This is an optimization exercise on Yosys and OpenROAD, whose aim is small area, a short achievable clock period and few clock cycles, not a production implementation.
In this exercise RTL edits were held to simulation tests only and were not proved equivalent to the original.

// JAM
module JAM (
input CLK,
input RST,
output reg [2:0] W,
output reg [2:0] J,
input [6:0] Cost,
output reg [3:0] MatchCount,
output reg [9:0] MinCost,
output reg Valid );
localparam PASS1 = 3'd0, PASS2 = 3'd1, INIT = 3'd2, SEARCH = 3'd3, FIX = 3'd4, DONE = 3'd5;
reg [2:0] ph;
reg [6:0] v [0:7];      
reg [6:0] u [0:7];      
reg [2:0] arg [0:7];    
reg [7:0] big [0:7];    
reg [9:0] S0;           
reg [6:0] m;            
reg [2:0] am;           
reg [6:0] Vc;           
reg signed [11:0] R;    
reg [9:0] S [0:6];      
reg [2:0] a [0:6];      
reg [2:0] nxj [0:6];    
reg [6:0] hn;           
reg       bt_ok;        
reg [2:0] bt_d;         
integer k;
wire [2:0] d = W;
wire [2:0] j = J;
wire [2:0] dn = d + 3'd1;
wire [6:0] vj = Vc;
wire       c_lt_v = Cost < vj;
wire [6:0] vmin = c_lt_v ? Cost : vj;
wire [6:0] t = Cost - vj;
wire       t_lt_m = (j == 3'd0) || (t < m);
wire [6:0] mnew = t_lt_m ? t : m;
wire [2:0] amnew = t_lt_m ? j : am;
wire signed [11:0] ts = {5'd0, t};
wire       prune = ts > R;
wire       better = ts < R;
wire       leaf = (d == 3'd7);
reg [7:0] used;          
wire [2:0] argd = arg[d];
wire [6:0] ud = u[d];
reg [6:0] Un;           
wire signed [11:0] un_s = {5'd0, Un};
reg [2:0] argn;          
reg [2:0] argn2;         
always @(*) begin
	argn2 = arg[0];
	for (k = 0; k < 6; k = k + 1)
		if (d == k) argn2 = arg[k + 2];
end
reg [6:0] un2;          
always @(*) begin
	un2 = u[0];
	for (k = 0; k < 6; k = k + 1)
		if (d == k) un2 = u[k + 2];
end
wire       is_top = (j == argd);
wire       skipok = R < 12'sd32;
reg [7:0] gt;
always @(*) begin
	for (k = 0; k < 8; k = k + 1) gt[k] = is_top | (k > j);
end
wire [7:0] cand = ~used & ~(8'd1 << argd) & gt & ~(big[d] & {8{skipok}});
wire       has_nx = |cand;
reg  [2:0] nx;
always @(*) begin
	nx = 3'd0;
	for (k = 7; k >= 0; k = k - 1) if (cand[k]) nx = k;
end
wire [2:0] jsib = (ph == SEARCH) ? nx : (ph == INIT) ? arg[0] : j + 3'd1;
wire [6:0] v_sib = v[jsib];
  ...
Settings: LEC_CHECK=0, ABC_AREA=1, CAP_MARGIN=20, CORE_MARGIN=2, CORE_UTILIZATION=40, SETUP_SLACK_MARGIN=0.8, SLEW_MARGIN=20; clock period 5.0 ns.
run.sh (not shown) runs the stock make flow with config.mk's settings and CLKGATE_MAP_FILE= SYNTH_SCRIPT=/design/flow/synth_recipe.tcl, a recipe that flattens the netlist after the stock synthesis.
Testbench counts at the start, summed over its fixed seeds: cycles 2,334.
Edit:
ABC_AREA = not set   (was 1)
SETUP_SLACK_MARGIN = 0.6   (was 0.8)
=> The new run completed without violations; cell area shrinks by about 0.55%; global-route usage shrinks by 1.0 points; non-clock buffer count grows by 16; hold slack is worse by 6.4 ps; first-iteration DRC count shrinks by 24%; via count shrinks by 12%; setup slack is worse by 200 ps.

---

Another version of the RTL of JAM (not shown whole).
For scale: ~3100 cells after synthesis, ~30 I/O pins.
// JAM
module JAM (
input CLK,
input RST,
output reg [2:0] W,
output reg [2:0] J,
input [6:0] Cost,
output reg [3:0] MatchCount,
output reg [9:0] MinCost,
output reg Valid );
export LEC_CHECK = 0
export ABC_AREA = 1
export CAP_MARGIN = 20
export CORE_MARGIN = 2
export CORE_UTILIZATION = 40
export CTS_BUF_LIST = sky130_fd_sc_hd__clkbuf_4
export SETUP_SLACK_MARGIN = 0.8
export SLEW_MARGIN = 20
create_clock -name core_clock -period 5.0 [get_ports {CLK}]
The first run went through all stages and came out clean.
Testbench counts at the start, summed over its fixed seeds: cycles 1,829.
Rerun with:
- CTS_BUF_LIST: sky130_fd_sc_hd__clkbuf_4 -> default
- PLACE_DENSITY: default -> 0.75
Result:
- core utilization is about the same
- die area stays the same
- worst setup slack degrades by 0.28 ns
- first-iteration DRC count goes up by 9.7%

==> what the ideal ports hide <==
The results above use ideal ports. As a check the final layouts listed here were re-extracted and re-timed, cells and wires unchanged.
Step 1 sets driving cells, clkbuf_16 on the clock port and buf_2 on the other inputs (assumed; they add their load-dependent delay and slew).
Step 2 also shifts input and output timing later by t, the mid clock arrival at the registers, as if the neighbouring blocks saw the same clock.
Three values: no drivers, after step 1, after step 2; two values: the first two.
run | t, ns | setup slack, ns | worst data-port slew with drivers (ns)
the first run of note 1 | 0.641 | 0.930 / 0.970 / 0.329 | 0.04
the second run of note 1 | 0.637 | 0.730 / 0.730 / 0.192 | 0.04
the first run of note 2 | 0.950 | 1.020 / 1.020 / 0.250 | 0.04
the second run of note 2 | 0.653 | 0.736 / 0.752 / 0.099 | 0.06
After both steps every run listed still meets setup and hold. The setup slack of the first run of note 2, which loses most, moves by 0.000 ns with the drivers and by -0.770 ns with both steps.
